Source: an optimization exercise on an open RTL-to-GDS flow (aim: small area and a short achievable clock period). Production flows keep margins and buffers that such runs may drop.
Only simulation tests tie the RTL to the original design; equivalence was not proved.

Design hex_to_dec, start of the top module:
module hex_to_dec(
    input wire clk_25MHz,
    input wire [31: 0]hex,
    output wire [31: 0]dec
);
Size: about 720 cells after synthesis, roughly 30 flip-flops, ~4000 µm² of cells after synthesis.
==> flow/config.mk <==
export PLATFORM = sky130hd
export DESIGN_NAME = hex_to_dec
export DESIGN_NICKNAME = hex_to_dec
export VERILOG_FILES = /design/flow/design.v
export SDC_FILE = /design/flow/constraint.sdc
export NUM_CORES = 4
export LEC_CHECK = 0
export ABC_AREA = 1
export CAP_MARGIN = 20
export CORE_MARGIN = 2
export CORE_UTILIZATION = 40
export CTS_BUF_LIST = sky130_fd_sc_hd__clkbuf_4
export SLEW_MARGIN = 20
export SYNTH_HIERARCHICAL = 1
export SYNTH_MINIMUM_KEEP_SIZE = 0
==> flow/constraint.sdc <==
create_clock -name core_clock -period 75.0 [get_ports {clk_25MHz}]
set_input_delay 15.0000 -clock core_clock [delete_from_list [all_inputs] [get_ports {clk_25MHz}]]
set_output_delay 15.0000 -clock core_clock [all_outputs]
set_load 0.01 [all_outputs]
standard.sh (not shown) runs the stock make flow with config.mk's settings and CLKGATE_MAP_FILE= SYNTH_SCRIPT=/design/flow/synth_recipe.tcl, a recipe that flattens the netlist after the stock synthesis.
==> flow/flow/run.sh <==
#!/bin/bash
# Layout flow: the standard layout (standard.sh) with three changes.
# 1. Synthesis maps logic with flow/abc_area.script ("strash; map -a": an
#    area-only mapping of the logic as written) instead of ORFS's
#    abc_area.script, whose delay-driven mapping and resizing at a 75 ps
#    target remap the design's small cells (written as the gates of an
#    area-optimised mapping, see gen/) into larger ones.  The design is
#    synthesized one module at a time (SYNTH_HIERARCHICAL 1).  To do so the
#    synthesis step runs on a copy of ORFS's scripts folder in which only
#    abc_area.script differs; synthesis is otherwise the standard one
#    (synth_recipe.tcl: -nofsm -noshare, flattened, renamed).
# 2. After synthesis, cells whose next drive strength has the same area are
#    swapped to it (o21ai_0 -> o21ai_1 and so on, see flow/swap.tcl).
# 3. The buffers the flow puts on every input and output port are buf_1
#    cells instead of the resizer's default choice (a 10 um2 delay buffer).
# Each step's full output goes to a log file of its own in this folder.
set -euo pipefail
rm -rf scripts_local
mkdir -p scripts_local
cp -r "$FLOW_HOME/scripts/." scripts_local/
cp flow/abc_area.script scripts_local/abc_area.script
args=(BUFFER_PORTS_ARGS="-buffer_cell sky130_fd_sc_hd__buf_1")
bash standard.sh "${args[@]}" SCRIPTS_DIR="$PWD/scripts_local" synth > standard_synth.log 2>&1
res=orfs/results/$FLOW_PLATFORM/hex_to_dec/base
SWAP_DB=$res/1_synth.odb openroad -no_init -exit flow/swap.tcl > swap.log 2>&1
bash standard.sh "${args[@]}" finish > standard_finish.log 2>&1
==> flow/flow/abc_area.script <==
strash
map -a
==> flow/flow/swap.tcl <==
# Swap cells for the same-area next drive strength in the synthesized design.
set pairs {
  sky130_fd_sc_hd__o21ai_0 sky130_fd_sc_hd__o21ai_1
  sky130_fd_sc_hd__a21boi_0 sky130_fd_sc_hd__a21boi_1
  sky130_fd_sc_hd__and2_0 sky130_fd_sc_hd__and2_1
  sky130_fd_sc_hd__or2_0 sky130_fd_sc_hd__or2_2
  sky130_fd_sc_hd__or2_1 sky130_fd_sc_hd__or2_2
  sky130_fd_sc_hd__o311ai_0 sky130_fd_sc_hd__o311ai_1
  sky130_fd_sc_hd__a21bo_1 sky130_fd_sc_hd__a21bo_2
  sky130_fd_sc_hd__a31o_1 sky130_fd_sc_hd__a31o_2
  sky130_fd_sc_hd__mux2_1 sky130_fd_sc_hd__mux2_2
  sky130_fd_sc_hd__o211a_1 sky130_fd_sc_hd__o211a_2
  sky130_fd_sc_hd__o21ba_1 sky130_fd_sc_hd__o21ba_2
  sky130_fd_sc_hd__o221a_1 sky130_fd_sc_hd__o221a_2
  sky130_fd_sc_hd__or3b_1 sky130_fd_sc_hd__or3b_2
  sky130_fd_sc_hd__or4b_1 sky130_fd_sc_hd__or4b_2
  sky130_fd_sc_hd__and4bb_1 sky130_fd_sc_hd__and4bb_2
}
if {[info exists ::env(SWAP_EXTRA)]} { lappend pairs {*}$::env(SWAP_EXTRA) }
read_db $::env(SWAP_DB)
set db [ord::get_db]
set block [ord::get_db_block]
array set to {}
foreach {a b} $pairs { set to($a) $b }
set n 0
foreach inst [$block getInsts] {
  set m [[$inst getMaster] getName]
  if {[info exists to($m)]} {
    set nm [$db findMaster $to($m)]
    if {$nm ne "NULL" && $nm ne ""} {
      $inst swapMaster $nm
      incr n
    }
  }
}
puts "swapped $n cells"
write_db $::env(SWAP_DB)
Next try:
--- a/flow/flow/run.sh
+++ b/flow/flow/run.sh
@@ -2,4 +2,4 @@
 # Layout flow: the standard layout (standard.sh) with three changes.
-# 1. Synthesis maps logic with flow/abc_area.script ("strash; map -a": an
-#    area-only mapping of the logic as written) instead of ORFS's
+# 1. Synthesis maps logic with flow/abc_area.script (area-only mapping of
+#    the logic as written, twice over) instead of ORFS's
 #    abc_area.script, whose delay-driven mapping and resizing at a 75 ps
@@ -10,3 +10,5 @@
 #    abc_area.script differs; synthesis is otherwise the standard one
-#    (synth_recipe.tcl: -nofsm -noshare, flattened, renamed).
+#    (synth_recipe.tcl: -nofsm -noshare, flattened, renamed), except that
+#    ADDER_MAP_FILE is left empty so that Yosys does not turn XOR/AND pairs
+#    into half-adder cells (ha_1) before ABC maps the logic.
 # 2. After synthesis, cells whose next drive strength has the same area are
@@ -22,3 +24,3 @@
 args=(BUFFER_PORTS_ARGS="-buffer_cell sky130_fd_sc_hd__buf_1")
-bash standard.sh "${args[@]}" SCRIPTS_DIR="$PWD/scripts_local" synth > standard_synth.log 2>&1
+bash standard.sh "${args[@]}" SCRIPTS_DIR="$PWD/scripts_local" ADDER_MAP_FILE= synth > standard_synth.log 2>&1
 res=orfs/results/$FLOW_PLATFORM/hex_to_dec/base
==> flow/flow/abc_area.script (replaced) <==
strash
dch -f
map -a
strash
dch -f
map -a
What happened: Utilization drops by 0.22 points. Die area fell by 1.0%. Non-clock buffer count is unchanged. Routed wire length is lower by 4.1%. Setup slack improved by 0.31 ns. First-iteration DRC count goes down by 39%. Fmax rose by 1.6%. Via count fell by 1.6%. Critical path depth fell by 2.
Next try:
--- a/flow/flow/swap.tcl
+++ b/flow/flow/swap.tcl
@@ -17,2 +17,4 @@
   sky130_fd_sc_hd__and4bb_1 sky130_fd_sc_hd__and4bb_2
+  sky130_fd_sc_hd__clkinv_1 sky130_fd_sc_hd__inv_2
+  sky130_fd_sc_hd__inv_1 sky130_fd_sc_hd__inv_2
 }
The new run completed without violations.
Worst setup slack is better by 0.0088 ns.
Synthesized cell count is unchanged.
Wire length climbs by 2.9%.
Clock-buffer cell count is unchanged.
Via count rose by 0.61%.
Maximum frequency is about the same.
Final area goes up by 0.40%.
Critical path depth fell by 1.

-- afterwards: timing with drivers on the ports --
The results above use ideal ports. As a check the final layouts listed here were re-extracted and re-timed, cells and wires unchanged. Step 1 (the two cells are an assumption about what drives the block):
set clk [get_ports {clk_25MHz}]
set_driving_cell -lib_cell sky130_fd_sc_hd__clkbuf_16 $clk
set_driving_cell -lib_cell sky130_fd_sc_hd__buf_2 [delete_from_list [all_inputs] $clk]
Step 2 also shifts input and output timing later by t, the mid clock arrival at the registers, as if the neighbouring blocks saw the same clock. Slacks: no drivers / after step 1 / after step 2; pairs: no drivers / after step 1.
| run | t, ns | setup slack, ns | worst slew at a driven data input, ns |
|---|---|---|---|
| the first run | 0.336 | 55.151 / 55.125 / 55.232 | 0.04 |
| the second run | 0.345 | 55.460 / 55.435 / 55.729 | 0.04 |
| the third run | 0.337 | 55.469 / 55.445 / 55.649 | 0.04 |
After both steps every run listed still meets setup and hold.
